This is an optimization exercise on Yosys and OpenROAD, whose aim is small area, not a production implementation.
Only simulation tests tie the RTL to the original design; equivalence was not proved.
Power and IR drop assume default switching activity.

==> design/flow/config.mk <==
export PLATFORM = sky130hd
export DESIGN_NAME = pe
export DESIGN_NICKNAME = pe
export VERILOG_FILES = /design/flow/design.v
export SDC_FILE = /design/flow/constraint.sdc
export NUM_CORES = 4
export LEC_CHECK = 0
export CAP_MARGIN = 20
export CORE_MARGIN = 2
export CORE_UTILIZATION = 60
export CTS_BUF_LIST = sky130_fd_sc_hd__clkbuf_8
export CTS_CLUSTER_DIAMETER = 60
export CTS_CLUSTER_SIZE = 16
export GPL_TIMING_DRIVEN = 0
export SETUP_SLACK_MARGIN = 0.05
export SLEW_MARGIN = 20
==> design/flow/constraint.sdc <==
create_clock -name core_clock -period 7.5 [get_ports {clk}]
set_input_delay 1.5000 -clock core_clock [delete_from_list [all_inputs] [get_ports {clk}]]
set_output_delay 1.5000 -clock core_clock [all_outputs]
set_load 0.01 [all_outputs]
==> design/flow/design.v <==
module pe(
    input clk,
    input rst,
    input [15:0] matchpoint,
    input [15:0] gap_e,
    input [15:0] gap_o,
    input [2:0] Q,
    input [2:0] R,
    input en,
    input signed [32:0] H_up,
    input signed [32:0] D_up,
    output signed [32:0] curr_H,
    output reg signed [32:0] curr_I,
    output reg signed [32:0] curr_D,
    output [3:0] ptr
);
    reg signed [32:0] Hd, Ir, Dr, H4r;
    reg [31:0] cH;
    reg [1:0] pID;
    assign curr_H = {1'b0, cH};
    function [32:0] sub16;
        input [32:0] a;
        input [15:0] b;
        integer i;
        reg c, bb, z;
        begin
            c = 1'b1;
            for (i = 0; i < 16; i = i + 1) begin
                bb = ~b[i];
                sub16[i] = a[i] ^ bb ^ c;
                c = (a[i] & bb) | (c & (a[i] ^ bb));
            end
            z = 1'b1;
            for (i = 16; i < 33; i = i + 1) begin
                sub16[i] = a[i] ^ (~c & z);
                z = z & ~a[i];
            end
        end
    endfunction
    function [32:0] add16;
        input [32:0] a;
        input [15:0] b;
        integer i;
        reg c, p;
        begin
            c = 1'b0;
            for (i = 0; i < 16; i = i + 1) begin
                add16[i] = a[i] ^ b[i] ^ c;
                c = (a[i] & b[i]) | (c & (a[i] ^ b[i]));
            end
            p = 1'b1;
            for (i = 16; i < 33; i = i + 1) begin
                add16[i] = a[i] ^ (c & p);
                p = p & a[i];
            end
        end
    endfunction
    function ge;
        input [32:0] x;
        input [32:0] y;
        integer i;
        reg c, xa, yb;
        begin
            c = 1'b1;
            for (i = 0; i < 33; i = i + 1) begin
                xa = (i == 32) ? ~x[i] : x[i];
                yb = (i == 32) ? y[i] : ~y[i];
                c = (xa & yb) | (c & (xa | yb));
            end
            ge = c;
        end
    endfunction
    wire [15:0] m = (Q == R) ? matchpoint : 16'd0;
    wire [32:0] I1 = sub16({1'b0, cH}, gap_o);
    wire [32:0] I2 = sub16(curr_I, gap_e);
    wire [32:0] D1 = sub16(H_up, gap_o);
    wire [32:0] D2 = sub16(D_up, gap_e);
    wire [32:0] H4 = add16(Hd, m);
    wire selI = ~ge(I1, I2);
    wire selD = ~ge(D1, D2);
    wire [32:0] In = selI ? I2 : I1;
    wire [32:0] Dn = selD ? D2 : D1;
    wire gID = ge(curr_I, curr_D);
    wire gIH = ge(curr_I, H4r);
    wire gDH = ge(curr_D, H4r);
    wire wI = gID & gIH & ~curr_I[32];
    wire wD = ~gID & gDH & ~curr_D[32];
    wire wH = ~gIH & ~gDH & ~H4r[32];
    wire [31:0] Hr = ({32{wI}} & curr_I[31:0]) | ({32{wD}} & curr_D[31:0]) | ({32{wH}} & H4r[31:0]);
    wire xI = wI & (|curr_I[31:0]);
    wire xD = wD & (|curr_D[31:0]);
    wire xH = wH & (|H4r[31:0]);
    assign ptr = {pID, xD | xH, xI | xH};
    always @(posedge clk or posedge rst) begin
        if (rst) begin
            Hd <= 33'd0;
            Ir <= 33'd0;
            Dr <= 33'd0;
            H4r <= 33'd0;
            cH <= 32'd0;
            curr_I <= 33'd0;
            curr_D <= 33'd0;
            pID <= 2'd0;
        end else begin
            Hd <= H_up;
            Ir <= In;
            Dr <= Dn;
            H4r <= H4;
            cH <= Hr;
            curr_I <= Ir;
            curr_D <= Dr;
            pID <= {selI, selD};
        end
    end
endmodule
==> design/flow/flow/run.sh <==
#!/bin/bash
# Own layout flow: the standard ORFS flow, with two changes:
#  - synthesis maps with an area-oriented ABC script (flow/abc_area.script),
#  - ports are buffered with sky130_fd_sc_hd__buf_1 instead of the default cell.
# Every tool's output goes to a log file in this folder.
set -uo pipefail
here=$(pwd)
rm -rf "$here/scripts_copy"
cp -r "$FLOW_HOME/scripts" "$here/scripts_copy"
cp "$here/flow/abc_area.script" "$here/scripts_copy/abc_area.script"
knobs=(SCRIPTS_DIR="$here/scripts_copy" ABC_AREA=1)
[ -f "$here/flow/knobs.txt" ] && while read -r l; do [ -n "$l" ] && knobs+=("$l"); done < "$here/flow/knobs.txt"
bash standard.sh "${knobs[@]}" finish > "$here/flow_make.log" 2>&1
rc=$?
cp -r "$here/orfs/logs" "$here/orfs_logs" 2>/dev/null
exit $rc
==> design/flow/flow/abc_area.script <==
strash; dc2; dc2; dch -f; map -D 5000; topo; buffer -c; upsize -D 5000; dnsize -D 5000; stime -c
==> design/flow/flow/knobs.txt <==
BUFFER_PORTS_ARGS=-buffer_cell sky130_fd_sc_hd__buf_1
ADDER_MAP_FILE=
==> design/flow/standard.sh <==
#!/bin/bash
# synth_recipe.tcl (not shown) runs the flow's synth.tcl, then flattens the netlist and writes it again
# the make line also repeats each setting of config.mk as NAME=value (left out here)
make -C /OpenROAD-flow-scripts/flow DESIGN_CONFIG=/design/flow/config.mk WORK_HOME=/design/flow/orfs CLKGATE_MAP_FILE= SYNTH_SCRIPT=/design/flow/synth_recipe.tcl "${@:-finish}"
==> results of run 1 <==
-- worst max-delay path: cells and delay by family --
kind / cells / cell delay (ns)
simple gates: 26 / 2.81
fa+ha+maj: 6 / 1.99
compound gates: 8 / 0.86
buf+inv: 4 / 0.55
-- metal layers --
layer	vias to the layer above	wire [um]	global-route usage (%)
met5	-	8	0
met4	2	1740	12.6
met3	115	3350	4.93
met2	624	19000	51.9
met1	6167	17100	46.5
li1	6030	-	-
-- layout make-up --
class | instances | area, um2 | area share [%]
repair buffers | 288 | 1550 | 9.48
flip-flops and latches | 232 | 5810 | 35.6
inverters | 273 | 1030 | 6.32
clock buffers | 22 | 303 | 1.85
plain buffers | 36 | 284 | 1.74
multi-input cells | 1079 | 6890 | 42.1
clock inverters | 12 | 130 | 0.796
well taps | 280 | 350 | 2.14
-- cells in the final DEF, fill, tap and decap left out, types with 13 or more instances in the layout --
cell type    n
a21oi_1     36
a21oi_2     17
a22oi_1     31
buf_1      213
buf_4       55
clkbuf_1    17
clkbuf_8    22
dfrtp_1    225
inv_1      267
nand2_1    220
nand2_2     25
nand3_1     15
nor2_1     160
nor2_2      24
nor2_4      17
o211ai_1    19
o21ai_0     36
o21ai_1     46
o21ai_2     39
o221ai_1    65
o22ai_1     50
o31ai_1     13
xnor2_1     74
xor2_1      71
-- cell families after synthesis --
| kind of cell | after synthesis |
|---|---|
| buffers and inverters | 309 |
| AND/OR/NAND/NOR | 525 |
| XOR/XNOR | 155 |
| flip-flops | 232 |
| adder cells (fa/ha/maj) | 9 |
| other | 1 |
| AO/OA/AOI/OAI | 389 |
-- final timing paths --
check / endpoint / startpoint
max: Dr[4] / gap_e[1]
min: curr_D[11] / Dr[11]
max reg2reg: Ir[28] / curr_I[1]
min reg2reg: curr_D[11] / Dr[11]
max in group asynchronous: Dr[29] / rst
min in group asynchronous: Hd[5] / rst
-- state kept, by name, indices dropped and copies added, names as in the netlist --
register and count:
curr_D 33, Hd 33, cH 32, Dr 33
Ir 33, pID 2, curr_I 33, H4r 33
-- per-stage QoR --
stage,setup WS (ns),area (um2),utilization (%)
after detailed placement,-1.34,14700,67.3
after CTS,0.0829,15400,70.4
final,0.199,16400,74.9
after global routing,-0.111,16400,74.9
after global placement,-1.36,14500,66.6
after floorplan,0.395,13300,-
-- repair_timing --
item | CTS | global route
hold endpoints to repair | 0 | 0
resized for setup | 60 | 173
pin swaps | 7 | 36
setup buffers | 7 | 47
hold buffers | 0 | 0
gates cloned | 0 | 4
endpoints found under the setup margin | 74 | 81
-- cell usage after synthesis, drive strengths merged --
| cell type | instances |
|---|---|
| o311ai | 1 |
| o31ai | 14 |
| xor2 | 78 |
| a21boi | 1 |
| o22ai | 52 |
| clkbuf | 27 |
| nand2 | 247 |
| inv | 272 |
| or3 | 1 |
| or2 | 7 |
| nor2 | 201 |
| a31oi | 3 |
| and2 | 3 |
| conb | 1 |
| a221oi | 12 |
| maj3 | 9 |
| o211ai | 19 |
| and3 | 6 |
| nor3b | 1 |
| nand4 | 12 |
| nand3 | 19 |
| o21bai | 1 |
| or4 | 1 |
| o41ai | 1 |
| a22oi | 32 |
| xnor2 | 77 |
| o221ai | 67 |
| clkinv | 1 |
| a22o | 1 |
| buf | 9 |
| o21ai | 123 |
| nor3 | 12 |
| o21a | 4 |
| a21oi | 55 |
| nand3b | 1 |
| nor4 | 14 |
| dfrtp | 232 |
| a221o | 1 |
| a32oi | 2 |
-- power by group through the flow --
stage	Clock, mW	Combinational [mW]	Sequential [mW]
CTS	0.804	2.94	1.92
floorplan	0	1.89	1.93
detailed placement	0	2.78	1.94
finish	0.797	3.35	1.95
global placement	0	2.71	1.93
global route	0.851	3.63	1.99
==> results.py, run 1 <==
metrics = {
    "clock_network": {
        "numCtsBuffers": 21,
        "cts.htree.levels": 1,
        "clk_pin_slew_ns": 0.10,
        "worstSkewPairLatency_ns": 0.54,
        "cts_max_path_buffers": 3,
        "cts.sinks": 232,
        "cts_tree": "built",
        "root_buffer": "clkbuf_8",
    },
    "pwr": {
        "p_total_mw": 6.09,
        "switching_share_pct": 46.6,
        "sequentialPowerShare_pct": 32.0,
        "p_comb_share_pct": 55.0,
        "p_leak_nw": 7.55,
        "power_frac_clock_pct": 13.1,
        "power.switching_mw": 2.84,
        "intPower_mw": 3.26,
        "ir_drop_v": 0.000208,
        "p_per_area_nw_per_um2": 373,
    },
    "setup_path": {
        "crit_type": "in -> reg",
        "arrival_ns": 7.71,
        "reg2regPathDepth": 45,
        "crit_top_cell": "nand2_2",
        "slowest_delay_ns": 0.39,
        "startpoint_type": "input pin",
        "cp_max_fo": 10,
        "cp.required_ns": 7.91,
        "crit_slowest_cell": "or3_4",
        "crit_path_end_kind": "flop",
        "reg2reg_slack_ns": 1.02,
    },
    "synth": {
        "synthTopCellsByArea": "dfrtp_1, inv_1, nand2_1",
        "synth_cell_types": 56,
        "synth_top_family_by_area": "compound AO/OA/AOI/OAI gates",
        "netlist_instances": 1620,
        "mappedNetlistNets": 1743,
        "synth_area_um2": 13300,
        "ys_warn_count": 1,
        "synth_top_area_cell": "dfrtp_1",
        "synth-compound-area-share_pct": 19.5,
        "synth_xor_area_share_pct": 10.2,
        "synthSimpleGateAreaFrac_pct": 16.9,
        "synthDominantCellAreaShare_pct": 43.5,
        "seq_area_frac_synth_pct": 43.5,
        "synth.mux.area_fraction_pct": 0,
        "ys_ff_latch": 232,
        "syn_area_per_cell_um2": 8.23,
        "synth_fa_ha_area_share_pct": 0.732,
    },
    "final_layout": {
        "fill_cells": 1647,
        "drive_above_1_share_pct": 16.3,
        "final_nets": 2054,
        "finalNonFillerCells": 2222,
        "n_antenna_cell": 0,
        "areaGrowthSynthToFinish_pct": 22.6,
    },
    "placed_design": {
        "place_inst": 2130,
        "io_buffers": 223,
        "dp_hpwl_mm": 30.4,
        "place.gp.congestion": 0.945,
    },
    "run": {
        "cap_violations": 0,
    },
    "sta": {
        "fin_setup_tns_ns": 0,
        "drv_slew": 0,
        "setup_viol": 0,
        "fmax_mhz": 137,
        "whs_ns": 0.342,
        "worstMarginPinSlew_ns": 0.833,
        "rsz0062_at_grt": "yes",
        "slew_headroom_pct": 44.5,
        "fin_crit_sh_pct": 97.3,
        "fin_worst_skew_ns": 0.0249,
        "final-hold-violation-count": 0,
        "period_needed_ns": 7.30,
    },
    "die": {
        "num_rows": 54,
        "die_y_um": 153,
        "io_pins": 226,
        "die_w_um": 153,
        "fp.dieArea_um2": 23400,
        "initial_core_util_pct": 61.1,
        "coreArea_um2": 21800,
    },
    "routing": {
        "vias": 12900,
        "drtPass1Iterations": 5,
        "wire_per_inst_um": 18.5,
        "drt_iter0_markers": 1120,
        "via_per_inst": 5.82,
        "ant_nets": 0,
        "drc": 0,
        "totalWireLength_mm": 41.2,
    },
    "grt": {
        "grt_pass1_wl_mm": 61.2,
        "globalRouteOverflowTotal": 0,
        "grtUsageTotal_pct": 33.0,
        "grt_max_degree": 37,
        "grt_pass1_vias": 11900,
        "antenna_found_initial": 1,
    },
    "worst_hold_path": {
        "hold_depth": 0,
        "hold_class": "reg -> reg",
    },
    "run_status": {
        "outcome": "complete, no violations",
    },
}
==> inputs of run 2 (changes only) <==
==> design/flow/flow/knobs.txt (replaced) <==
BUFFER_PORTS_ARGS=-buffer_cell sky130_fd_sc_hd__buf_1
ADDER_MAP_FILE=
CTS_ARGS=-sink_clustering_enable -repair_clock_nets -buf_list sky130_fd_sc_hd__clkbuf_4 -sink_clustering_size 8 -sink_clustering_max_diameter 40 -dont_use_dummy_load
==> design/flow/config.mk (replaced) <==
export PLATFORM = sky130hd
export DESIGN_NAME = pe
export DESIGN_NICKNAME = pe
export VERILOG_FILES = /design/flow/design.v
export SDC_FILE = /design/flow/constraint.sdc
export NUM_CORES = 4
export LEC_CHECK = 0
export CAP_MARGIN = 5
export CORE_MARGIN = 2
export CORE_UTILIZATION = 60
export GPL_TIMING_DRIVEN = 0
export SETUP_SLACK_MARGIN = 0.05
export SLEW_MARGIN = 5
==> results.py, run 2 <==
metrics = {
    "final_layout": {
        "final_cell_mix": "inv_1, dfrtp_1, nand2_1, buf_1, nor2_1",
        "fin_util_pct": 73.6,
        "final_nets": 2065,
        "drive_above_1_share_pct": 15.5,
        "areaGrowthSynthToFinish_pct": 20.5,
        "finalNonFillerCells": 2222,
        "stdcell_area_um2": 16100,
        "layout_commonest_cell": "inv_1",
    },
    "placed_design": {
        "place_inst": 2129,
        "place.gp.congestion": 0.945,
        "io_buffers": 223,
        "dp_hpwl_mm": 30.2,
        "place_area_um2": 14700,
    },
    "synth": {
        "syn_area_per_cell_um2": 8.23,
        "synth_top_family_by_area": "compound AO/OA/AOI/OAI gates",
        "synth_cell_types": 56,
        "synthTopCellsByArea": "dfrtp_1, inv_1, nand2_1",
        "netlist_instances": 1620,
        "synth-compound-area-share_pct": 19.5,
        "synth_xor_area_share_pct": 10.2,
        "synth_fa_ha_area_share_pct": 0.732,
        "ys_ff_latch": 232,
        "ys_warn_count": 1,
        "mappedNetlistNets": 1743,
        "seq_area_frac_synth_pct": 43.5,
        "synthSimpleGateAreaFrac_pct": 16.9,
        "synth_top_area_cell": "dfrtp_1",
        "synth-edff-count": 0,
        "async_flop_share_pct": 100,
        "ys.flop_type": "dfrtp_1",
        "synthDominantCellAreaShare_pct": 43.5,
        "synthTopCellsByCount": "inv_1, nand2_1, dfrtp_1",
        "synth_most_common_cell": "inv_1",
        "synth_area_um2": 13300,
        "synth.mux.area_fraction_pct": 0,
    },
    "routing": {
        "ant_nets": 0,
        "drt_iter0_markers": 922,
        "totalWireLength_mm": 40.8,
        "vias": 12800,
        "drtPass1Iterations": 5,
        "drc": 0,
        "wire_per_inst_um": 18.3,
        "via_per_inst": 5.78,
    },
    "sta": {
        "fmax_mhz": 137,
        "period_needed_ns": 7.31,
        "final-hold-violation-count": 0,
        "drv_slew": 0,
        "worstMarginPinSlew_ns": 0.902,
        "rsz0062_at_grt": "yes",
        "slew_headroom_pct": 39.9,
        "fin_setup_tns_ns": 0,
        "fin_worst_skew_ns": 0.0856,
        "fin_crit_sh_pct": 97.5,
        "setup_viol": 0,
    },
    "die": {
        "fp.dieArea_um2": 23400,
        "num_rows": 54,
        "die_w_um": 153,
        "die_y_um": 153,
        "io_pins": 226,
        "coreArea_um2": 21800,
        "initial_core_util_pct": 61.1,
    },
    "setup_path": {
        "crit_path_end_kind": "flop",
        "crit_top_cell": "nand2_2",
        "crit_slowest_cell": "or3_4",
        "cp_max_fo": 5,
        "arrival_ns": 7.90,
        "slowest_delay_ns": 0.38,
        "startpoint_type": "input pin",
        "cp_top_family": "simple AND/OR/NAND/NOR gates",
        "cp.required_ns": 8.08,
        "crit_path_start": "gap_e[1]",
        "rr_startpoint": "curr_I[0]",
        "reg2regPathDepth": 44,
        "crit_type": "in -> reg",
        "reg2reg_slack_ns": 0.96,
        "cp_num_buf_inv": 6,
        "rr_endpoint": "Ir[20]",
    },
    "grt": {
        "antenna_found_initial": 1,
        "grt_pass1_vias": 12000,
        "grt_max_degree": 43,
        "globalRouteOverflowTotal": 0,
        "grt_pass1_wl_mm": 60.8,
        "grtUsageTotal_pct": 33.0,
    },
    "worst_hold_path": {
        "hold_class": "reg -> reg",
        "min_to": "curr_D[17]",
        "hold_depth": 0,
        "hold_path.startpoint": "Dr[17]",
    },
    "run": {
        "cap_violations": 0,
    },
    "pwr": {
        "ir_drop_v": 0.000160,
        "p_per_area_nw_per_um2": 363,
        "p_total_mw": 5.84,
        "p_leak_nw": 7.43,
    },
    "clock_network": {
        "cts.htree.levels": 2,
        "clk_pin_slew_ns": 0.09,
        "cts_tree": "built",
        "cts_max_path_buffers": 3,
        "numCtsBuffers": 43,
        "cts.sinks": 232,
        "worstSkewPairLatency_ns": 0.68,
        "holdBufCountCts": 0,
        "root_buffer": "clkbuf_4",
    },
    "run_status": {
        "outcome": "complete, no violations",
    },
}
-- run 2: cell types whose count changed in the layout (fill, tap and decap cells not counted), moves of 4 or more --
| cell | before | now |
|---|---|---|
| clkinv_2 | 4 | 0 |
| inv_2 | 6 | 2 |
| buf_4 | 55 | 47 |
| clkbuf_8 | 22 | 0 |
| o21ai_0 | 36 | 42 |
| nand2_2 | 25 | 20 |
| clkbuf_2 | 12 | 8 |
| clkbuf_4 | 0 | 43 |
-- run 2: logic make-up (layout without fill, tap and decap cells) --
logic type                 Yosys count  after routing
AOI/OAI and AO/OA                  389            389
xor gates and xnor gates           155            155
adders and majority gates            9              9
buffers and inverters              309            629
DFF                                232            232
other                                1              3
and+or+nand+nor                    525            525
-- run 2: per-stage QoR --
stage | hold slack (ns) | setup WS (ns)
2_1_floorplan | 0.331 | 0.395
3_3_place_gp | 0.332 | -1.36
3_5_place_dp | 0.335 | -1.37
4_1_cts | 0.316 | 0.0364
5_1_grt | 0.319 | -0.0691
6_report | 0.312 | 0.185
-- run 2: worst max path at each step --
stage	endpoint	slack, ns	depth (start not counted)
floorplan	Dr[15]	0.39	41
global placement	Ir[19]	-1.36	46
detailed placement	Ir[19]	-1.37	46
CTS	Ir[26]	0.04	45
global route	ptr[0]	-0.07	36
finish	Dr[1]	0.19	46
-- run 2: final cells by class --
cell class	instances	area, um2
inverter	273	1030
tap	280	350
antenna	2	5.00
multi-input combinational	1079	6860
clock buffer	43	323
timing repair buffer	278	1420
sequential	232	5810
buffer	35	265
fill	1768	5750
-- run 2: timing repair --
action                                 in CTS  in global routing
endpoints found under the hold margin       0                  0
gates cloned                                0                  3
buffers inserted                            6                 40
setup endpoints to repair                  71                 80
resized for setup                          45                165
pin swaps                                   4                 25
-- run 2: power breakdown --
part / internal, mW / switching, mW / leakage, nW / total (mW)
Sequential: 1.60 / 0.346 / 2.79 / 1.95
Combinational: 1.22 / 1.98 / 4.45 / 3.20
Clock: 0.262 / 0.429 / 0.198 / 0.691
Total: 3.08 / 2.76 / 7.43 / 5.84
-- run 2: layer usage --
layer	part of all wire, %	GRT usage, %
met1	41	45.6
met2	46	52.1
met3	8.8	5.84
met4	4.1	13.1
met5	0	0
==> inputs of run 3 (changes only) <==
==> design/flow/flow/abc_area.script (replaced) <==
strash; dc2; dc2; dch -f; map -D 5000; topo; upsize -D 5000; dnsize -D 5000; stime -c
==> design/flow/config.mk (replaced) <==
export PLATFORM = sky130hd
export DESIGN_NAME = pe
export DESIGN_NICKNAME = pe
export VERILOG_FILES = /design/flow/design.v
export SDC_FILE = /design/flow/constraint.sdc
export NUM_CORES = 4
export LEC_CHECK = 0
export CAP_MARGIN = 20
export CORE_MARGIN = 2
export CORE_UTILIZATION = 60
export GPL_TIMING_DRIVEN = 0
export SETUP_SLACK_MARGIN = 0.05
export SLEW_MARGIN = 20
==> results.py, run 3 <==
metrics = {
    "placed_design": {
        "dp_hpwl_mm": 26.4,
        "io_buffers": 223,
        "place.gp.congestion": 0.898,
    },
    "sta": {
        "fmax_mhz": 129,
        "slew_headroom_pct": 36.7,
        "worstMarginPinSlew_ns": 0.941,
        "final-hold-violation-count": 0,
        "fin_crit_sh_pct": 103,
        "setup_slack_ns": -0.249,
        "fin_worst_skew_ns": 0.0799,
        "period_needed_ns": 7.75,
        "rsz0062_at_grt": "yes",
        "setup_viol": 2,
        "drv_slew": 0,
    },
    "setup_path": {
        "slowest_delay_ns": 0.47,
        "crit_top_cell": "o221ai_1",
        "cp_max_fo": 20,
        "crit_slowest_cell": "dfrtp_1",
        "crit_path_end_kind": "output pin",
        "arrival_ns": 6.25,
        "startpoint_type": "flop",
        "crit_type": "reg -> out",
        "cp.required_ns": 6.00,
    },
    "synth": {
        "synth_area_um2": 13000,
        "ys_warn_count": 1,
        "synthTopCellsByArea": "dfrtp_1, clkinv_1, nand2_1",
        "synthTopCellsByCount": "clkinv_1, nand2_1, dfrtp_1",
        "netlist_instances": 1585,
        "synth_most_common_cell": "clkinv_1",
        "seq_area_frac_synth_pct": 44.6,
        "synth_cell_types": 50,
        "synth-edff-count": 0,
        "synth_top_area_cell": "dfrtp_1",
        "mappedNetlistNets": 1708,
        "synthDominantCellAreaShare_pct": 44.6,
        "syn_area_per_cell_um2": 8.21,
        "async_flop_share_pct": 100,
        "ys_ff_latch": 232,
        "ys.flop_type": "dfrtp_1",
    },
    "pwr": {
        "p_leak_nw": 6.57,
        "switching_share_pct": 47.8,
        "ir_drop_v": 0.000245,
        "power.switching_mw": 2.84,
        "sequentialPowerShare_pct": 33.9,
        "power_frac_clock_pct": 11.6,
        "p_total_mw": 5.94,
        "intPower_mw": 3.10,
        "p_per_area_nw_per_um2": 365,
        "p_comb_share_pct": 54.5,
    },
    "final_layout": {
        "fin_util_pct": 77.0,
        "final_nets": 2056,
        "final_cell_mix": "clkinv_1, dfrtp_1, buf_1, nand2_1, nor2_1",
        "layout_commonest_cell": "clkinv_1",
        "drive_above_1_share_pct": 17.5,
        "areaGrowthSynthToFinish_pct": 25.1,
    },
    "die": {
        "num_rows": 53,
        "die_w_um": 151,
        "die_y_um": 151,
        "coreArea_um2": 21200,
        "fp.dieArea_um2": 22900,
        "io_pins": 226,
        "initial_core_util_pct": 61.5,
    },
    "routing": {
        "via_per_inst": 5.93,
        "ant_nets": 0,
        "drt_iter0_markers": 1059,
        "vias": 13100,
        "drtPass1Iterations": 8,
        "totalWireLength_mm": 41.9,
        "wire_per_inst_um": 19.0,
        "drc": 0,
    },
    "clock_network": {
        "root_buffer": "clkbuf_4",
        "cts_max_path_buffers": 3,
        "cts.sinks": 232,
        "numCtsBuffers": 41,
        "cts_tree": "built",
        "clk_pin_slew_ns": 0.07,
        "worstSkewPairLatency_ns": 0.67,
        "cts.htree.levels": 2,
    },
    "worst_hold_path": {
        "hold_class": "reg -> reg",
    },
    "grt": {
        "antenna_found_initial": 1,
        "grt_max_degree": 83,
        "grt_pass1_wl_mm": 60.6,
        "globalRouteOverflowTotal": 0,
        "grtUsageTotal_pct": 34.6,
        "grt_pass1_vias": 11700,
    },
    "run_status": {
        "outcome": "failed layout checks",
        "so_faults": "setup timing",
    },
    "run": {
        "cap_violations": 0,
    },
}
-- run 3: layout make-up --
type | instances | area [um2]
well taps | 275 | 344
inverters | 273 | 1050
clock buffers | 41 | 308
flip-flops and latches | 232 | 5810
repair buffers | 294 | 1570
plain buffers | 1 | 7.51
fillers | 1574 | 4870
multi-input cells | 1090 | 7190
diodes | 1 | 2.50
-- run 3: worst paths after layout --
| path | slack [ns] | to | cells past startpoint | startpoint |
|---|---|---|---|---|
| setup / recovery | -0.25 | ptr[0] | 36 | curr_I[1] |
| hold / removal | 0.34 | curr_D[5] | 0 | Dr[5] |
| setup reg to reg | 0.77 | Ir[23] | 45 | curr_I[1] |
| hold reg to reg | 0.34 | curr_D[5] | 0 | Dr[5] |
| max in group asynchronous | 5.67 | Hd[11] | 3 | rst |
| min in group asynchronous | 0.94 | Dr[31] | 2 | rst |
-- run 3: power by group through the flow --
stage / Clock [mW] / Sequential, mW / Combinational (mW)
after floorplan: 0 / 1.97 / 1.81
after global placement: 0 / 1.99 / 2.55
after detailed placement: 0 / 2.00 / 2.64
after CTS: 0.695 / 1.98 / 2.87
after global routing: 0.748 / 2.05 / 3.52
final: 0.689 / 2.01 / 3.24
-- run 3: metal layers --
layer | GRT usage, % | part of all wire (%) | up-vias
li1 | - | - | 6094
met1 | 45.0 | 40 | 6261
met2 | 55.0 | 47 | 621
met3 | 10.4 | 9.5 | 114
met4 | 12.2 | 3.5 | 0
met5 | 0 | 0 | -
-- run 3: worst max-delay path: cells and delay by family (launching register included) --
kind / cells / cell delay, ns
buf+inv: 3 / 0.53
compound gates: 30 / 4.16
simple gates: 3 / 0.42
flops: 1 / 0.47
-- run 3: timing repair --
item / 4_1_cts / 5_1_grt
endpoints found under the setup margin: 76 / 78
hold buffers: 0 / 0
pin swaps: 21 / 67
hold endpoints to repair: 0 / 0
cloned: 10 / 2
gates resized for setup: 78 / 214
setup buffers: 32 / 34
-- run 3: kinds of logic (layout without fill, tap and decap cells) --
family	Yosys count	count (layout)	synth area share (%)
AOI/OAI and AO/OA	389	398	19.5
xor gates and xnor gates	155	155	10.4
adders and majority gates	9	9	0.750
buffers and inverters	274	609	7.93
DFF	232	232	44.6
other	1	2	0.0288
and+or+nand+nor	525	527	16.8
-- run 3: stage by stage --
step | instance area [um2] | setup slack, ns | TNS (ns) | std cells | hold WS [ns]
finish | 16300 | -0.249 | -0.328 | 2207 | 0.339
global route | 16300 | -0.496 | -3.86 | 2207 | 0.339
CTS | 15400 | 0.0566 | 0 | 2170 | 0.329
floorplan | 13000 | 0.0772 | 0 | 1585 | 0.331
detailed placement | 14300 | -1.68 | -105.02 | 2087 | 0.335
global placement | 14200 | -1.66 | -94.28 | 2083 | 0.331
==> inputs of run 4 (changes only) <==
--- a/design/flow/design.v
+++ b/design/flow/design.v
@@ -70,19 +70,45 @@
             ge = c;
         end
     endfunction
+    function gef;
+        input [32:0] x;
+        input [32:0] y;
+        integer i, k;
+        reg [32:0] gt, eq;
+        reg [8:0] gg, ee;
+        reg c;
+        begin
+            for (i = 0; i < 33; i = i + 1) begin
+                gt[i] = (i == 32) ? (~x[i] & y[i]) : (x[i] & ~y[i]);
+                eq[i] = ~(x[i] ^ y[i]);
+            end
+            for (k = 0; k < 9; k = k + 1) begin
+                gg[k] = 1'b0;
+                ee[k] = 1'b1;
+                for (i = 4 * k; i < 4 * k + 4 && i < 33; i = i + 1) begin
+                    gg[k] = gt[i] | (eq[i] & gg[k]);
+                    ee[k] = ee[k] & eq[i];
+                end
+            end
+            c = 1'b1;
+            for (k = 0; k < 9; k = k + 1)
+                c = gg[k] | (ee[k] & c);
+            gef = c;
+        end
+    endfunction
     wire [15:0] m = (Q == R) ? matchpoint : 16'd0;
     wire [32:0] I1 = sub16({1'b0, cH}, gap_o);
     wire [32:0] I2 = sub16(curr_I, gap_e);
     wire [32:0] D1 = sub16(H_up, gap_o);
     wire [32:0] D2 = sub16(D_up, gap_e);
     wire [32:0] H4 = add16(Hd, m);
-    wire selI = ~ge(I1, I2);
-    wire selD = ~ge(D1, D2);
+    wire selI = ~gef(I1, I2);
+    wire selD = ~gef(D1, D2);
     wire [32:0] In = selI ? I2 : I1;
     wire [32:0] Dn = selD ? D2 : D1;
-    wire gID = ge(curr_I, curr_D);
-    wire gIH = ge(curr_I, H4r);
-    wire gDH = ge(curr_D, H4r);
+    wire gID = gef(curr_I, curr_D);
+    wire gIH = gef(curr_I, H4r);
+    wire gDH = gef(curr_D, H4r);
     wire wI = gID & gIH & ~curr_I[32];
     wire wD = ~gID & gDH & ~curr_D[32];
     wire wH = ~gIH & ~gDH & ~H4r[32];
==> design/flow/flow/abc_area.script (replaced) <==
strash; dc2; dc2; dch -f; map -D 5800; topo; buffer -c; upsize -D 5800; dnsize -D 5800; stime -c
==> design/flow/config.mk (replaced) <==
export PLATFORM = sky130hd
export DESIGN_NAME = pe
export DESIGN_NICKNAME = pe
export VERILOG_FILES = /design/flow/design.v
export SDC_FILE = /design/flow/constraint.sdc
export NUM_CORES = 4
export LEC_CHECK = 0
export CAP_MARGIN = 5
export CORE_MARGIN = 2
export CORE_UTILIZATION = 60
export GPL_TIMING_DRIVEN = 0
export SETUP_SLACK_MARGIN = 0.05
export SLEW_MARGIN = 5
==> results.py, run 4 <==
metrics = {
    "die": {
        "die_w_um": 152,
        "fp.dieArea_um2": 23000,
        "die_y_um": 152,
        "num_rows": 53,
        "coreArea_um2": 21200,
        "io_pins": 226,
        "initial_core_util_pct": 61.6,
    },
    "final_layout": {
        "layout_commonest_cell": "nand2_1",
        "drive_above_1_share_pct": 13.7,
        "areaGrowthSynthToFinish_pct": 21.2,
        "fill_cells": 1653,
        "finalNonFillerCells": 2251,
        "final_nets": 2100,
        "final_cell_mix": "nand2_1, inv_1, dfrtp_1, buf_1, nor2_1",
        "stdcell_area_um2": 15800,
    },
    "setup_path": {
        "crit_path_end_kind": "flop",
        "crit_slowest_cell": "maj3_2",
        "slowest_delay_ns": 0.33,
        "startpoint_type": "input pin",
        "cp_max_fo": 10,
        "crit_type": "in -> reg",
        "crit_top_cell": "maj3_2",
        "arrival_ns": 8.15,
        "cp.required_ns": 8.06,
    },
    "sta": {
        "slew_headroom_pct": 45.7,
        "worstMarginPinSlew_ns": 0.814,
        "final-hold-violation-count": 0,
        "fin_worst_skew_ns": 0.0865,
        "rsz0062_at_grt": "yes",
        "drv_slew": 0,
        "fin_setup_tns_ns": -1.02,
        "fin_crit_sh_pct": 101,
        "fmax_mhz": 132,
        "period_needed_ns": 7.59,
        "setup_viol": 27,
        "setup_slack_ns": -0.0908,
    },
    "routing": {
        "via_per_inst": 5.72,
        "wire_per_inst_um": 17.9,
        "ant_nets": 0,
        "totalWireLength_mm": 40.3,
        "drc": 0,
        "vias": 12900,
        "drt_iter0_markers": 974,
        "drtPass1Iterations": 8,
    },
    "grt": {
        "grtUsageTotal_pct": 34.2,
        "grt_pass1_vias": 11900,
        "grt_pass1_wl_mm": 60.5,
        "antenna_found_initial": 1,
        "globalRouteOverflowTotal": 0,
        "grt_max_degree": 43,
    },
    "clock_network": {
        "numCtsBuffers": 37,
        "root_buffer": "clkbuf_4",
        "cts_tree": "built",
        "clk_pin_slew_ns": 0.09,
        "cts.sinks": 232,
        "worstSkewPairLatency_ns": 0.66,
        "cts.htree.levels": 2,
        "cts_max_path_buffers": 3,
    },
    "run_status": {
        "outcome": "failed layout checks",
        "so_faults": "setup timing",
    },
    "synth": {
        "synth_cell_types": 50,
        "synth-edff-count": 0,
        "netlist_instances": 1657,
        "synthDominantCellAreaShare_pct": 44.4,
        "async_flop_share_pct": 100,
        "ys.flop_type": "dfrtp_1",
        "synth_area_um2": 13100,
        "ys_warn_count": 1,
        "synthTopCellsByCount": "nand2_1, inv_1, nor2_1",
        "synth_most_common_cell": "nand2_1",
        "synthTopCellsByArea": "dfrtp_1, nand2_1, inv_1",
        "ys_ff_latch": 232,
        "mappedNetlistNets": 1780,
        "seq_area_frac_synth_pct": 44.4,
        "syn_area_per_cell_um2": 7.89,
        "synth_top_area_cell": "dfrtp_1",
    },
    "worst_hold_path": {
        "hold_class": "reg -> reg",
    },
    "pwr": {
        "p_leak_nw": 7.36,
        "p_per_area_nw_per_um2": 393,
        "p_total_mw": 6.23,
        "ir_drop_v": 0.000263,
    },
    "run": {
        "cap_violations": 0,
    },
    "placed_design": {
        "place.gp.congestion": 0.912,
        "dp_hpwl_mm": 29.3,
        "io_buffers": 223,
        "pre_cts_ws_ns": -1.39,
        "place_area_um2": 14400,
        "place_inst": 2161,
    },
}
run 4: changes by cell type in the layout (fill, tap and decap cells not counted), sizes merged, moves of 23 or more:
cell / delta
nand2: +41
a21oi: +23
nor2: +34
clkinv: -258
o221ai: -28
inv: +251
run 4: path summary, 6_finish.rpt:
check,startpoint,to,slack [ns],depth (start not counted)
max,gap_o[0],Ir[19],-0.09,41
min,Dr[15],curr_D[15],0.31,0
max reg2reg,cH[1],Ir[19],0.35,41
min reg2reg,Dr[15],curr_D[15],0.31,0
max in group asynchronous,rst,Hd[2],5.58,5
min in group asynchronous,rst,Ir[20],0.86,2
run 4: timing repair:
| action | in CTS | in global routing |
|---|---|---|
| gates cloned | 3 | 1 |
| hold buffers | 0 | 0 |
| setup endpoints to repair | 68 | 73 |
| buffers inserted | 24 | 26 |
| resized for setup | 129 | 104 |
| pin swaps | 19 | 35 |
run 4: area by class of cell:
cell class	instances	area, um2	share of cell area [%]
well taps	275	344	2.17
flip-flops and latches	232	5810	36.6
clock buffers	37	278	1.75
diodes	1	2.50	0.0158
multi-input cells	1134	6730	42.5
plain buffers	25	256	1.62
inverters	265	998	6.30
repair buffers	282	1430	9.03
run 4: cells by family (layout without fill, tap and decap cells):
| group | Yosys count | count (layout) | synth area share (%) |
|---|---|---|---|
| compound gates | 373 | 373 | 17.7 |
| xor+xnor | 151 | 151 | 10.1 |
| fa+ha+maj | 9 | 9 | 0.737 |
| buf+inv | 291 | 609 | 8.53 |
| flops | 232 | 232 | 44.4 |
| other cells | 1 | 2 | 0.0287 |
| simple gates | 600 | 600 | 18.4 |
run 4: worst max-delay path, delay by kind of cell:
kind | cells | cell delay (ns)
compound gates | 19 | 2.72
fa+ha+maj | 7 | 2.18
simple gates | 9 | 0.92
buf+inv | 5 | 0.62
xor+xnor | 1 | 0.17
run 4: layer usage:
| metal | routed length [um] | vias up | GRT usage [%] |
|---|---|---|---|
| met5 | 0 | - | 0 |
| met4 | 1340 | 0 | 12.1 |
| met3 | 3740 | 113 | 7.49 |
| met2 | 18800 | 645 | 55.1 |
| met1 | 16400 | 6023 | 45.9 |
| li1 | - | 6103 | - |
run 4: report_power, final:
| part | leakage, nW | internal, mW | switching (mW) |
|---|---|---|---|
| Sequential | 2.75 | 1.61 | 0.373 |
| Clock | 0.170 | 0.228 | 0.429 |
| Combinational | 4.44 | 1.44 | 2.15 |
| Total | 7.36 | 3.27 | 2.95 |
run 4: through the flow:
step	utilization, %	hold slack [ns]
2_1_floorplan	-	0.331
3_3_place_gp	67.2	0.331
3_5_place_dp	67.7	0.335
4_1_cts	72.2	0.281
5_1_grt	74.7	0.324
6_report	74.7	0.314
==> inputs of run 5 (changes only) <==
==> design/flow/flow/abc_area.script (replaced) <==
strash; dc2; dc2; dch -f; map -D 5300; topo; buffer -c; upsize -D 5300; dnsize -D 5300; stime -c
==> results.py, run 5 <==
metrics = {
    "synth": {
        "synthDominantCellAreaShare_pct": 43.7,
        "syn_area_per_cell_um2": 8.07,
        "ys_ff_latch": 232,
        "mappedNetlistNets": 1770,
        "ys.flop_type": "dfrtp_1",
        "synth_top_area_cell": "dfrtp_1",
        "synth_area_um2": 13300,
        "synth-compound-area-share_pct": 17.7,
        "synth_top_family_by_area": "simple AND/OR/NAND/NOR gates",
        "synth-edff-count": 0,
        "synth_cell_types": 59,
        "netlist_instances": 1647,
        "synth.mux.area_fraction_pct": 0,
        "synth_most_common_cell": "nand2_1",
        "synth_fa_ha_area_share_pct": 0.725,
        "ys_warn_count": 1,
        "synthTopCellsByCount": "nand2_1, inv_1, dfrtp_1",
        "synthTopCellsByArea": "dfrtp_1, nand2_1, inv_1",
        "synth_xor_area_share_pct": 10.6,
        "synthSimpleGateAreaFrac_pct": 18.5,
        "async_flop_share_pct": 100,
        "seq_area_frac_synth_pct": 43.7,
    },
    "final_layout": {
        "layout_commonest_cell": "nand2_1",
        "drive_above_1_share_pct": 15.6,
        "areaGrowthSynthToFinish_pct": 21.4,
        "fin_util_pct": 74.2,
        "final_cell_mix": "nand2_1, inv_1, dfrtp_1, buf_1, nor2_1",
        "final_nets": 2079,
        "fill_cells": 1725,
    },
    "routing": {
        "drc": 0,
        "drtPass1Iterations": 8,
        "vias": 12700,
        "totalWireLength_mm": 39.8,
        "drt_iter0_markers": 1033,
        "via_per_inst": 5.69,
        "wire_per_inst_um": 17.8,
        "ant_nets": 0,
    },
    "grt": {
        "grt_pass1_wl_mm": 59.2,
        "antenna_found_initial": 1,
        "grt_pass1_vias": 11600,
        "grt_max_degree": 42,
        "globalRouteOverflowTotal": 0,
        "grtUsageTotal_pct": 31.6,
    },
    "placed_design": {
        "dp_hpwl_mm": 28.3,
        "place.gp.congestion": 0.929,
        "io_buffers": 223,
        "pre_cts_ws_ns": -1.21,
    },
    "run_status": {
        "outcome": "complete, no violations",
    },
    "die": {
        "fp.dieArea_um2": 23400,
        "num_rows": 54,
        "die_y_um": 153,
        "die_w_um": 153,
        "io_pins": 226,
        "coreArea_um2": 21800,
        "initial_core_util_pct": 61.1,
    },
    "clock_network": {
        "worstSkewPairLatency_ns": 0.66,
        "cts_tree": "built",
        "holdBufCountCts": 0,
        "cts.htree.levels": 2,
        "clk_pin_slew_ns": 0.09,
        "numCtsBuffers": 39,
        "cts.sinks": 232,
        "cts_max_path_buffers": 3,
        "root_buffer": "clkbuf_4",
    },
    "setup_path": {
        "crit_path_end_kind": "flop",
        "cp.required_ns": 8.02,
        "cp_max_fo": 6,
        "slowest_delay_ns": 0.34,
        "startpoint_type": "input pin",
        "rr_endpoint": "Ir[29]",
        "reg2regPathDepth": 40,
        "crit_top_cell": "maj3_2",
        "crit_type": "in -> reg",
        "arrival_ns": 7.81,
        "crit_slowest_cell": "maj3_2",
        "reg2reg_slack_ns": 0.70,
        "rr_startpoint": "curr_I[1]",
        "crit_path_start": "gap_e[1]",
        "critPathCapture": "Ir[29]",
    },
    "sta": {
        "whs_ns": 0.326,
        "setup_viol": 0,
        "fin_crit_sh_pct": 97.2,
        "rsz0062_at_grt": "yes",
        "worstMarginPinSlew_ns": 0.713,
        "fin_worst_skew_ns": 0.0837,
        "period_needed_ns": 7.29,
        "slew_headroom_pct": 52.3,
        "fin_setup_tns_ns": 0,
        "setup_slack_ns": 0.211,
        "fmax_mhz": 137,
        "drv_slew": 0,
        "final-hold-violation-count": 0,
    },
    "pwr": {
        "p_per_area_nw_per_um2": 389,
        "p_leak_nw": 7.42,
        "ir_drop_v": 0.000210,
        "p_total_mw": 6.28,
    },
    "worst_hold_path": {
        "hold_class": "reg -> reg",
    },
    "run": {
        "cap_violations": 0,
    },
}
-- run 5: metal layers --
| layer | part of all wire (%) | vias to the layer above | wire length (um) | track usage [%] |
|---|---|---|---|---|
| li1 | - | 6040 | - | - |
| met1 | 41 | 5990 | 16400 | 43.3 |
| met2 | 48 | 598 | 19200 | 51.3 |
| met3 | 7.6 | 84 | 3030 | 5.47 |
| met4 | 3.0 | 0 | 1210 | 10.8 |
| met5 | 0 | - | 0 | 0 |
-- run 5: area by class of cell --
class | instances | area [um2] | share of cell area (%)
plain buffers | 26 | 294 | 1.82
inverters | 260 | 982 | 6.08
well taps | 280 | 350 | 2.17
diodes | 1 | 2.50 | 0.0155
flip-flops and latches | 232 | 5810 | 36.0
repair buffers | 268 | 1400 | 8.68
clock buffers | 39 | 293 | 1.81
multi-input cells | 1129 | 7020 | 43.5
-- run 5: critical path: cells and delay by family --
kind | cells | cell delay (ns)
compound gates | 19 | 2.51
xor+xnor | 1 | 0.18
fa+ha+maj | 7 | 2.20
buf+inv | 4 | 0.54
simple gates | 10 | 0.87
-- run 5: worst min path at each step --
| stage | startpoint | depth (start not counted) | slack, ns | to |
|---|---|---|---|---|
| 2_1_floorplan | Dr[0] | 0 | 0.33 | curr_D[0] |
| 3_3_place_gp | Ir[15] | 0 | 0.33 | curr_I[15] |
| 3_5_place_dp | Dr[14] | 0 | 0.33 | curr_D[14] |
| 4_1_cts | Dr[9] | 0 | 0.33 | curr_D[9] |
| 5_1_grt | Dr[9] | 0 | 0.32 | curr_D[9] |
| 6_report | Dr[9] | 0 | 0.33 | curr_D[9] |
-- run 5: logic make-up after synthesis --
logic type | after synthesis
xor gates and xnor gates | 158
and+or+nand+nor | 589
AOI/OAI and AO/OA | 372
other | 1
buffers and inverters | 286
adders and majority gates | 9
DFF | 232
-- run 5: metrics by stage --
step / cells / cell area [um2]
after floorplan: 1647 / 13300
after detailed placement: 2156 / 14600
after CTS: 2200 / 15100
after global placement: 2150 / 14500
final: 2235 / 16100
after global routing: 2235 / 16100
-- run 5: where the power goes --
part / switching, mW / internal [mW]
Clock: 0.433 / 0.239
Combinational: 2.15 / 1.48
Sequential: 0.370 / 1.61
-- run 5: timing repair --
| action | in CTS | in global routing |
|---|---|---|
| gates cloned | 1 | 6 |
| gates resized for setup | 35 | 197 |
| setup buffers | 4 | 29 |
| setup endpoints to repair | 67 | 74 |
| pin swaps | 4 | 51 |
==> inputs of run 6 (changes only) <==
==> design/flow/flow/abc_area.script (replaced) <==
strash; dc2; dc2; dch -f; map -D 5000; topo; buffer -c; upsize -D 5000; dnsize -D 5000; stime -c
==> results.py, run 6 <==
metrics = {
    "routing": {
        "drtPass1Iterations": 6,
        "via_per_inst": 5.75,
        "vias": 12800,
        "drc": 0,
        "wire_per_inst_um": 17.7,
        "drt_iter0_markers": 1116,
        "totalWireLength_mm": 39.4,
        "ant_nets": 0,
    },
    "pwr": {
        "p_per_area_nw_per_um2": 374,
        "p_leak_nw": 7.37,
        "p_total_mw": 5.92,
        "ir_drop_v": 0.000197,
    },
    "synth": {
        "mappedNetlistNets": 1766,
        "synthTopCellsByArea": "dfrtp_1, nand2_1, inv_1",
        "synth-compound-area-share_pct": 17.8,
        "synth_top_family_by_area": "simple AND/OR/NAND/NOR gates",
        "synth_xor_area_share_pct": 10.2,
        "ys_ff_latch": 232,
        "synth_area_um2": 13100,
        "synth.mux.area_fraction_pct": 0,
        "synth_most_common_cell": "nand2_1",
        "synthDominantCellAreaShare_pct": 44.5,
        "synth_fa_ha_area_share_pct": 0.738,
        "synthTopCellsByCount": "nand2_1, inv_1, dfrtp_1",
        "syn_area_per_cell_um2": 7.95,
        "synth_top_area_cell": "dfrtp_1",
        "ys.flop_type": "dfrtp_1",
        "async_flop_share_pct": 100,
        "netlist_instances": 1643,
        "seq_area_frac_synth_pct": 44.5,
        "synth_cell_types": 52,
        "ys_warn_count": 1,
        "synthSimpleGateAreaFrac_pct": 18.4,
        "synth-edff-count": 0,
    },
    "grt": {
        "grt_max_degree": 43,
        "grt_pass1_wl_mm": 59.1,
        "grt_pass1_vias": 11700,
        "use_met1_pct": 45.1,
        "globalRouteOverflowTotal": 0,
        "antenna_found_initial": 1,
        "gr-usage-met3_pct": 5.69,
        "grtUsageTotal_pct": 33.2,
        "grt.busiest_layer": "met2",
        "met2_usage_pct": 54.8,
    },
    "worst_hold_path": {
        "hold_depth": 0,
        "hold_class": "reg -> reg",
        "min_to": "curr_I[10]",
        "hold_path.startpoint": "Ir[10]",
    },
    "final_layout": {
        "final_cell_mix": "nand2_1, inv_1, dfrtp_1, buf_1, nor2_1",
        "finalNonFillerCells": 2223,
        "drive_above_1_share_pct": 13.6,
        "areaGrowthSynthToFinish_pct": 21.1,
        "layout_commonest_cell": "nand2_1",
        "fin_util_pct": 74.5,
        "final_nets": 2072,
        "stdcell_area_um2": 15800,
    },
    "die": {
        "coreArea_um2": 21200,
        "die_w_um": 152,
        "num_rows": 53,
        "fp.dieArea_um2": 23000,
        "die_y_um": 152,
        "initial_core_util_pct": 61.5,
        "io_pins": 226,
    },
    "setup_path": {
        "arrival_ns": 7.88,
        "crit_top_cell": "maj3_2",
        "reg2regPathDepth": 33,
        "rr_endpoint": "Ir[30]",
        "cp_max_fo": 7,
        "reg2reg_slack_ns": 0.71,
        "crit_type": "in -> reg",
        "cp.required_ns": 8.05,
        "rr_startpoint": "cH[0]",
        "startpoint_type": "input pin",
        "slowest_delay_ns": 0.34,
        "crit_path_end_kind": "flop",
        "crit_slowest_cell": "maj3_2",
    },
    "sta": {
        "fin_crit_sh_pct": 97.7,
        "fin_setup_tns_ns": 0,
        "worstMarginPinSlew_ns": 0.897,
        "slew_headroom_pct": 40.1,
        "drv_slew": 0,
        "fmax_mhz": 136,
        "setup_viol": 0,
        "final-hold-violation-count": 0,
        "rsz0062_at_grt": "yes",
        "fin_worst_skew_ns": 0.0619,
        "whs_ns": 0.325,
        "setup_slack_ns": 0.172,
        "period_needed_ns": 7.33,
    },
    "placed_design": {
        "place_area_um2": 14300,
        "place.gp.congestion": 0.916,
        "pre_cts_ws_ns": -1.27,
        "place_inst": 2146,
        "io_buffers": 223,
        "dp_hpwl_mm": 28.4,
    },
    "clock_network": {
        "worstSkewPairLatency_ns": 0.65,
        "cts.htree.levels": 2,
        "numCtsBuffers": 40,
        "cts.sinks": 232,
        "root_buffer": "clkbuf_4",
        "cts_max_path_buffers": 3,
        "clk_pin_slew_ns": 0.09,
        "cts_tree": "built",
    },
    "run": {
        "cap_violations": 0,
    },
    "run_status": {
        "outcome": "complete, no violations",
    },
}
[run 6: cell count changes after synthesis, sizes merged, moves of 4 or more]
| cell | previous run | this run |
|---|---|---|
| xor2 | 82 | 72 |
| nand3 | 17 | 22 |
| xnor2 | 76 | 80 |
| nand2 | 282 | 291 |
| nor2 | 228 | 216 |
[run 6: where the power goes]
part / internal [mW] / leakage, nW / switching [mW]
Sequential: 1.61 / 2.75 / 0.370
Clock: 0.245 / 0.184 / 0.430
Combinational: 1.27 / 4.43 / 1.99
Total: 3.12 / 7.37 / 2.79
[run 6: worst max-delay path by stage]
stage	startpoint	endpoint
final	gap_o[0]	Ir[30]
after global routing	gap_o[0]	Ir[30]
after detailed placement	gap_o[0]	Dr[10]
after CTS	gap_o[0]	Dr[29]
after global placement	gap_o[0]	Dr[10]
after floorplan	gap_o[0]	Ir[28]
[run 6: final cells by class]
type | instances | area (um2)
Multi-Input combinational cell | 1130 | 6870
Clock buffer | 40 | 300
Sequential cell | 232 | 5810
Antenna cell | 1 | 2.50
Buffer | 26 | 216
Tap cell | 275 | 344
Inverter | 256 | 972
Timing Repair Buffer | 263 | 1300
Fill cell | 1689 | 5410
[run 6: routing by layer]
| metal | up-vias | part of all wire (%) |
|---|---|---|
| met3 | 89 | 8.3 |
| met5 | - | 0 |
| met4 | 0 | 3.3 |
| li1 | 6065 | - |
| met2 | 569 | 47 |
| met1 | 6065 | 41 |
[run 6: worst max-delay path, delay by kind of cell]
kind | cells | cell delay [ns]
AOI/OAI and AO/OA | 19 | 3.05
xor gates and xnor gates | 1 | 0.19
adders and majority gates | 7 | 2.26
buffers and inverters | 3 | 0.32
and+or+nand+nor | 5 | 0.52
[run 6: logic make-up after synthesis]
| family | count (synthesis) |
|---|---|
| and+or+nand+nor | 592 |
| adders and majority gates | 9 |
| buffers and inverters | 282 |
| other | 1 |
| AOI/OAI and AO/OA | 375 |
| DFF | 232 |
| xor gates and xnor gates | 152 |
[run 6: repair_timing]
item / in CTS / in global routing
gates resized for setup: 57 / 178
pin swaps: 6 / 58
hold buffers: 0 / 0
gates cloned: 4 / 2
setup endpoints to repair: 70 / 75
hold endpoints to repair: 0 / 0
setup buffers: 10 / 20
==> inputs of run 7 (changes only) <==
--- a/design/flow/config.mk
+++ b/design/flow/config.mk
@@ -7,7 +7,7 @@
 export LEC_CHECK = 0
 export CAP_MARGIN = 5
 export CORE_MARGIN = 2
-export CORE_UTILIZATION = 60
+export CORE_UTILIZATION = 65
 export GPL_TIMING_DRIVEN = 0
-export SETUP_SLACK_MARGIN = 0.05
+export SETUP_SLACK_MARGIN = 0.03
 export SLEW_MARGIN = 5
==> results.py, run 7 <==
metrics = {
    "die": {
        "die_w_um": 146,
        "die_y_um": 146,
        "fp.dieArea_um2": 21200,
        "coreArea_um2": 19600,
        "num_rows": 51,
        "initial_core_util_pct": 66.7,
        "io_pins": 226,
    },
    "final_layout": {
        "final_cell_mix": "nand2_1, inv_1, dfrtp_1, buf_1, nor2_1",
        "final_nets": 2075,
        "drive_above_1_share_pct": 13.5,
        "stdcell_area_um2": 15900,
        "fin_util_pct": 81.2,
        "layout_commonest_cell": "nand2_1",
        "areaGrowthSynthToFinish_pct": 21.8,
        "fill_cells": 1264,
    },
    "run_status": {
        "outcome": "complete, no violations",
    },
    "grt": {
        "gr-usage-met3_pct": 6.43,
        "globalRouteOverflowTotal": 0,
        "grtUsageTotal_pct": 35.3,
        "grt_pass1_wl_mm": 60.0,
        "grt.busiest_layer": "met2",
        "grt_pass1_vias": 12000,
        "met2_usage_pct": 56.7,
        "use_met1_pct": 47.0,
        "antenna_found_initial": 1,
        "grt_max_degree": 43,
    },
    "synth": {
        "synthTopCellsByCount": "nand2_1, inv_1, dfrtp_1",
        "ys.flop_type": "dfrtp_1",
        "synth_most_common_cell": "nand2_1",
        "netlist_instances": 1643,
        "synthDominantCellAreaShare_pct": 44.5,
        "synth_cell_types": 52,
        "syn_area_per_cell_um2": 7.95,
        "async_flop_share_pct": 100,
        "mappedNetlistNets": 1766,
        "synth_area_um2": 13100,
        "seq_area_frac_synth_pct": 44.5,
        "synth-edff-count": 0,
        "synthTopCellsByArea": "dfrtp_1, nand2_1, inv_1",
        "ys_warn_count": 1,
        "ys_ff_latch": 232,
        "synth_top_area_cell": "dfrtp_1",
    },
    "setup_path": {
        "reg2regPathDepth": 36,
        "slowest_delay_ns": 0.33,
        "crit_slowest_cell": "maj3_2",
        "arrival_ns": 7.90,
        "rr_endpoint": "Ir[13]",
        "cp_max_fo": 5,
        "reg2reg_slack_ns": 0.63,
        "crit_path_end_kind": "flop",
        "crit_type": "in -> reg",
        "startpoint_type": "input pin",
        "cp.required_ns": 8.06,
        "crit_top_cell": "maj3_2",
        "rr_startpoint": "cH[0]",
    },
    "placed_design": {
        "place.gp.congestion": 0.918,
        "dp_hpwl_mm": 28.3,
        "io_buffers": 223,
        "place_area_um2": 14400,
    },
    "worst_hold_path": {
        "hold_class": "reg -> reg",
        "min_to": "curr_D[21]",
        "hold_depth": 0,
        "hold_path.startpoint": "Dr[21]",
    },
    "sta": {
        "fin_worst_skew_ns": 0.0512,
        "drv_slew": 0,
        "fmax_mhz": 136,
        "fin_crit_sh_pct": 97.9,
        "setup_viol": 0,
        "final-hold-violation-count": 0,
        "rsz0062_at_grt": "yes",
        "worstMarginPinSlew_ns": 1.07,
        "period_needed_ns": 7.34,
        "slew_headroom_pct": 28.3,
    },
    "routing": {
        "wire_per_inst_um": 18.6,
        "drtPass1Iterations": 6,
        "vias": 13100,
        "drc": 0,
        "totalWireLength_mm": 41.3,
        "ant_nets": 0,
        "via_per_inst": 5.93,
        "drt_iter0_markers": 1301,
    },
    "pwr": {
        "p_total_mw": 6.09,
        "p_per_area_nw_per_um2": 383,
        "p_leak_nw": 7.37,
        "ir_drop_v": 0.000227,
    },
    "clock_network": {
        "root_buffer": "clkbuf_4",
        "clk_pin_slew_ns": 0.09,
        "holdBufCountCts": 0,
        "cts.htree.levels": 2,
        "cts.sinks": 232,
        "cts_max_path_buffers": 3,
        "numCtsBuffers": 38,
        "cts_tree": "built",
        "worstSkewPairLatency_ns": 0.66,
    },
    "run": {
        "cap_violations": 0,
    },
}
-- run 7: cell counts after synthesis --
No cell type changed its count.
-- run 7: power by group --
group | internal [mW] | switching, mW | total [mW]
clock | 0.234 | 0.433 | 0.666
combinational | 1.33 | 2.11 | 3.43
sequential | 1.61 | 0.382 | 1.99
-- run 7: layout make-up --
cell class                 instances  area [um2]  area share (%)
timing repair buffer             267        1350            8.49
sequential                       232        5810            36.5
buffer                            26         254            1.60
tap                              265         332            2.08
clock buffer                      38         285            1.79
multi-input combinational       1131        6910            43.4
inverter                         256         970            6.10
antenna                            1        2.50          0.0157
-- run 7: layer usage --
layer | vias up | share of wire, %
li1 | 6052 | -
met1 | 6133 | 38
met2 | 800 | 47
met3 | 163 | 9.8
met4 | 0 | 4.9
met5 | - | 0
-- run 7: cell families (layout without fill, tap and decap cells) --
group           Yosys count  after routing  share of synthesized area, %
compound gates          375            377                          17.8
buf+inv                 282            587                          8.40
fa+ha+maj                 9              9                         0.738
xor+xnor                152            152                          10.2
simple gates            592            592                          18.4
other cells               1              2                        0.0287
flops                   232            232                          44.5
-- run 7: per-stage QoR --
stage          hold slack (ns)  setup TNS, ns  worst slack (ns)  cells
2_1_floorplan            0.331              0             0.445   1643
3_3_place_gp             0.332         -49.83            -0.888   2131
3_5_place_dp             0.335         -70.25             -1.22   2137
4_1_cts                  0.320              0            0.0323   2179
5_1_grt                  0.342          -6.35            -0.211   2216
6_report                 0.330              0             0.156   2216
-- run 7: how the worst max path moves through the flow --
stage / start / end / slack [ns] / cells after the start
final: gap_o[0] / Ir[13] / 0.16 / 38
after global routing: gap_o[0] / Ir[13] / -0.21 / 56
after CTS: gap_e[0] / Dr[8] / 0.03 / 56
after detailed placement: gap_o[0] / Dr[14] / -1.22 / 55
after global placement: gap_o[0] / Dr[10] / -0.89 / 55
after floorplan: gap_o[0] / Ir[28] / 0.44 / 34
-- run 7: critical path: cells and delay by family --
family / cells / cell delay (ns)
and+or+nand+nor: 7 / 0.69
buffers and inverters: 4 / 0.47
xor gates and xnor gates: 1 / 0.18
adders and majority gates: 7 / 2.20
AOI/OAI and AO/OA: 19 / 2.87
-- run 7: repair_timing --
item	CTS	global route
setup endpoints to repair	70	75
buffers inserted	3	27
cloned	1	9
pin swaps	5	40
gates resized for setup	54	196
==> inputs of run 8 (changes only) <==
--- a/design/flow/config.mk
+++ b/design/flow/config.mk
@@ -9,5 +9,5 @@
 export CORE_MARGIN = 2
 export CORE_UTILIZATION = 65
 export GPL_TIMING_DRIVEN = 0
-export SETUP_SLACK_MARGIN = 0.03
+export SETUP_SLACK_MARGIN = 0.05
 export SLEW_MARGIN = 5
==> results.py, run 8 <==
metrics = {
    "clock_network": {
        "holdBufCountCts": 0,
        "clk_pin_slew_ns": 0.09,
        "cts_tree": "built",
        "worstSkewPairLatency_ns": 0.66,
        "cts.sinks": 232,
        "cts.htree.levels": 2,
        "cts_max_path_buffers": 3,
        "root_buffer": "clkbuf_4",
        "numCtsBuffers": 38,
    },
    "setup_path": {
        "cp_max_fo": 8,
        "slowest_delay_ns": 0.33,
        "reg2reg_slack_ns": 0.68,
        "crit_type": "in -> reg",
        "cp.required_ns": 8.05,
        "crit_top_cell": "maj3_2",
        "crit_path_end_kind": "flop",
        "reg2regPathDepth": 36,
        "rr_startpoint": "cH[0]",
        "crit_slowest_cell": "maj3_2",
        "arrival_ns": 7.87,
        "startpoint_type": "input pin",
        "rr_endpoint": "Ir[19]",
    },
    "routing": {
        "drt_iter0_markers": 1140,
        "drtPass1Iterations": 6,
        "totalWireLength_mm": 40.4,
        "wire_per_inst_um": 18.3,
        "drc": 0,
        "via_per_inst": 5.89,
        "ant_nets": 0,
        "vias": 13000,
    },
    "sta": {
        "setup_viol": 0,
        "final-hold-violation-count": 0,
        "slew_headroom_pct": 49.1,
        "fin_crit_sh_pct": 97.6,
        "drv_slew": 0,
        "period_needed_ns": 7.32,
        "worstMarginPinSlew_ns": 0.761,
        "rsz0062_at_grt": "yes",
        "fin_setup_tns_ns": 0,
        "fin_worst_skew_ns": 0.0525,
        "setup_slack_ns": 0.183,
        "fmax_mhz": 137,
    },
    "grt": {
        "antenna_found_initial": 1,
        "gr-usage-met3_pct": 6.65,
        "grt.busiest_layer": "met2",
        "grt_pass1_vias": 12100,
        "globalRouteOverflowTotal": 0,
        "met2_usage_pct": 56.7,
        "use_met1_pct": 47.3,
        "grt_max_degree": 43,
        "grtUsageTotal_pct": 35.6,
        "grt_pass1_wl_mm": 60.3,
    },
    "pwr": {
        "power.switching_mw": 2.81,
        "p_comb_share_pct": 54.9,
        "p_per_area_nw_per_um2": 374,
        "sequentialPowerShare_pct": 33.8,
        "switching_share_pct": 47.8,
        "intPower_mw": 3.07,
        "p_total_mw": 5.88,
        "p_leak_nw": 7.31,
        "ir_drop_v": 0.000217,
        "power_frac_clock_pct": 11.3,
    },
    "synth": {
        "synth_area_um2": 13100,
        "synth_top_area_cell": "dfrtp_1",
        "synth_most_common_cell": "nand2_1",
        "ys_ff_latch": 232,
        "async_flop_share_pct": 100,
        "synthTopCellsByCount": "nand2_1, inv_1, dfrtp_1",
        "seq_area_frac_synth_pct": 44.5,
        "synth_cell_types": 52,
        "ys.flop_type": "dfrtp_1",
        "synthDominantCellAreaShare_pct": 44.5,
        "syn_area_per_cell_um2": 7.95,
        "synthTopCellsByArea": "dfrtp_1, nand2_1, inv_1",
        "ys_warn_count": 1,
        "netlist_instances": 1643,
        "mappedNetlistNets": 1766,
        "synth-edff-count": 0,
    },
    "die": {
        "io_pins": 226,
        "die_y_um": 146,
        "num_rows": 51,
        "coreArea_um2": 19600,
        "initial_core_util_pct": 66.7,
        "fp.dieArea_um2": 21200,
        "die_w_um": 146,
    },
    "worst_hold_path": {
        "min_to": "curr_I[21]",
        "hold_depth": 0,
        "hold_path.startpoint": "Ir[21]",
        "hold_class": "reg -> reg",
    },
    "placed_design": {
        "place.gp.congestion": 0.918,
        "place_area_um2": 14400,
        "dp_hpwl_mm": 28.3,
        "io_buffers": 223,
        "pre_cts_ws_ns": -1.22,
    },
    "final_layout": {
        "areaGrowthSynthToFinish_pct": 20.4,
        "final_nets": 2065,
        "stdcell_area_um2": 15700,
        "drive_above_1_share_pct": 12.7,
        "layout_commonest_cell": "nand2_1",
        "final_cell_mix": "nand2_1, inv_1, dfrtp_1, buf_1, nor2_1",
    },
    "run": {
        "cap_violations": 0,
    },
    "run_status": {
        "outcome": "complete, no violations",
    },
}
## run 8: cell types whose count changed in the layout (fill, tap and decap cells not counted), moves of 3 or more
cell     before  now
buf_4        28   23
nor2_2       15   18
nor2_4       20   15
buf_8         4    1
o21ai_4       6    3
## run 8: critical path, delay by kind of cell
family                   cells  cell delay [ns]
AO/OA/AOI/OAI               19             2.78
adder cells (fa/ha/maj)      7             2.20
AND/OR/NAND/NOR              7             0.70
buffers and inverters        4             0.50
XOR/XNOR                     1             0.18
## run 8: what timing repair did
action | in CTS | in global routing
pin swaps | 11 | 38
gates resized for setup | 69 | 159
setup endpoints to repair | 70 | 74
gates cloned | 4 | 4
buffers inserted | 4 | 18
## run 8: routing by layer
| layer | vias to the layer above | routed length (um) |
|---|---|---|
| met5 | - | 0 |
| met4 | 0 | 1970 |
| met3 | 155 | 3690 |
| met2 | 701 | 19100 |
| met1 | 6096 | 15600 |
| li1 | 6036 | - |
## run 8: power by group through the flow
stage	Sequential (mW)	Clock, mW	Combinational (mW)
after floorplan	1.96	0	1.83
after global placement	1.97	0	2.61
after detailed placement	1.97	0	2.69
final	1.99	0.665	3.23
after CTS	1.95	0.663	2.86
after global routing	2.02	0.716	3.47
## run 8: how the worst max path moves through the flow
| stage | slack (ns) | start | cells after the start | endpoint |
|---|---|---|---|---|
| CTS | 0.05 | gap_o[0] | 57 | Dr[8] |
| global route | -0.16 | gap_o[0] | 57 | Ir[7] |
| detailed placement | -1.22 | gap_o[0] | 55 | Dr[14] |
| global placement | -0.89 | gap_o[0] | 55 | Dr[10] |
| finish | 0.18 | gap_o[0] | 38 | Ir[19] |
| floorplan | 0.44 | gap_o[0] | 34 | Ir[28] |
## run 8: cell type report
| type | count | area [um2] |
|---|---|---|
| Multi-Input combinational cell | 1130 | 6800 |
| Sequential cell | 232 | 5810 |
| Fill cell | 1311 | 3870 |
| Timing Repair Buffer | 258 | 1270 |
| Inverter | 256 | 967 |
| Tap cell | 265 | 332 |
| Clock buffer | 38 | 285 |
| Buffer | 26 | 255 |
| Antenna cell | 1 | 2.50 |
## run 8: cells by family after synthesis
| group | Yosys count | synth area share (%) |
|---|---|---|
| adders and majority gates | 9 | 0.738 |
| AOI/OAI and AO/OA | 375 | 17.8 |
| buffers and inverters | 282 | 8.40 |
| other | 1 | 0.0287 |
| and+or+nand+nor | 592 | 18.4 |
| xor gates and xnor gates | 152 | 10.2 |
| DFF | 232 | 44.5 |
## run 8: through the flow
| step | util [%] | hold WS, ns | instances |
|---|---|---|---|
| after floorplan | - | 0.331 | 1643 |
| after global placement | 72.6 | 0.332 | 2131 |
| after detailed placement | 73.3 | 0.335 | 2137 |
| after CTS | 76.4 | 0.320 | 2183 |
| after global routing | 80.3 | 0.343 | 2206 |
| final | 80.3 | 0.329 | 2206 |

what the ideal ports hide:
No port has a modelled driver above. Below, the same layouts with a new extraction and two added sets of constraints.
Step 1, drivers: a clkbuf_16 drives clk and a buf_2 each remaining input, both assumed.
Step 2 moves the port delays by t, midway between the first and last clock arrival at a register: inputs arrive t later, outputs are due t later. That takes back most of the time a late clock gives input paths.
Slacks: no drivers / after step 1 / after step 2; pairs: no drivers / after step 1.
run | shift t [ns] | setup slack, ns | worst setup path at the end | latest minus earliest clock arrival (ns)
run 1 | 0.575 | 0.199 / 0.209 / -0.366 | input to register | 0.026 / 0.026
run 2 | 0.675 | 0.185 / 0.201 / -0.474 | input to register | 0.086 / 0.086
run 3 | 0.676 | -0.249 / -0.296 / -0.600 | input to register | 0.080 / 0.079
run 4 | 0.663 | -0.091 / -0.069 / -0.732 | input to register | 0.087 / 0.087
run 5 | 0.667 | 0.211 / 0.213 / -0.454 | input to register | 0.084 / 0.084
run 6 | 0.665 | 0.172 / 0.165 / -0.500 | input to register | 0.062 / 0.062
run 7 | 0.676 | 0.156 / 0.132 / -0.544 | input to register | 0.052 / 0.052
run 8 | 0.671 | 0.183 / 0.173 / -0.499 | input to register | 0.052 / 0.053
With both steps, setup timing fails in 6 of these runs, where it was met with ideal ports. The setup slack of run 7, which loses most, moves by -0.024 ns with the drivers and by -0.700 ns with both steps.
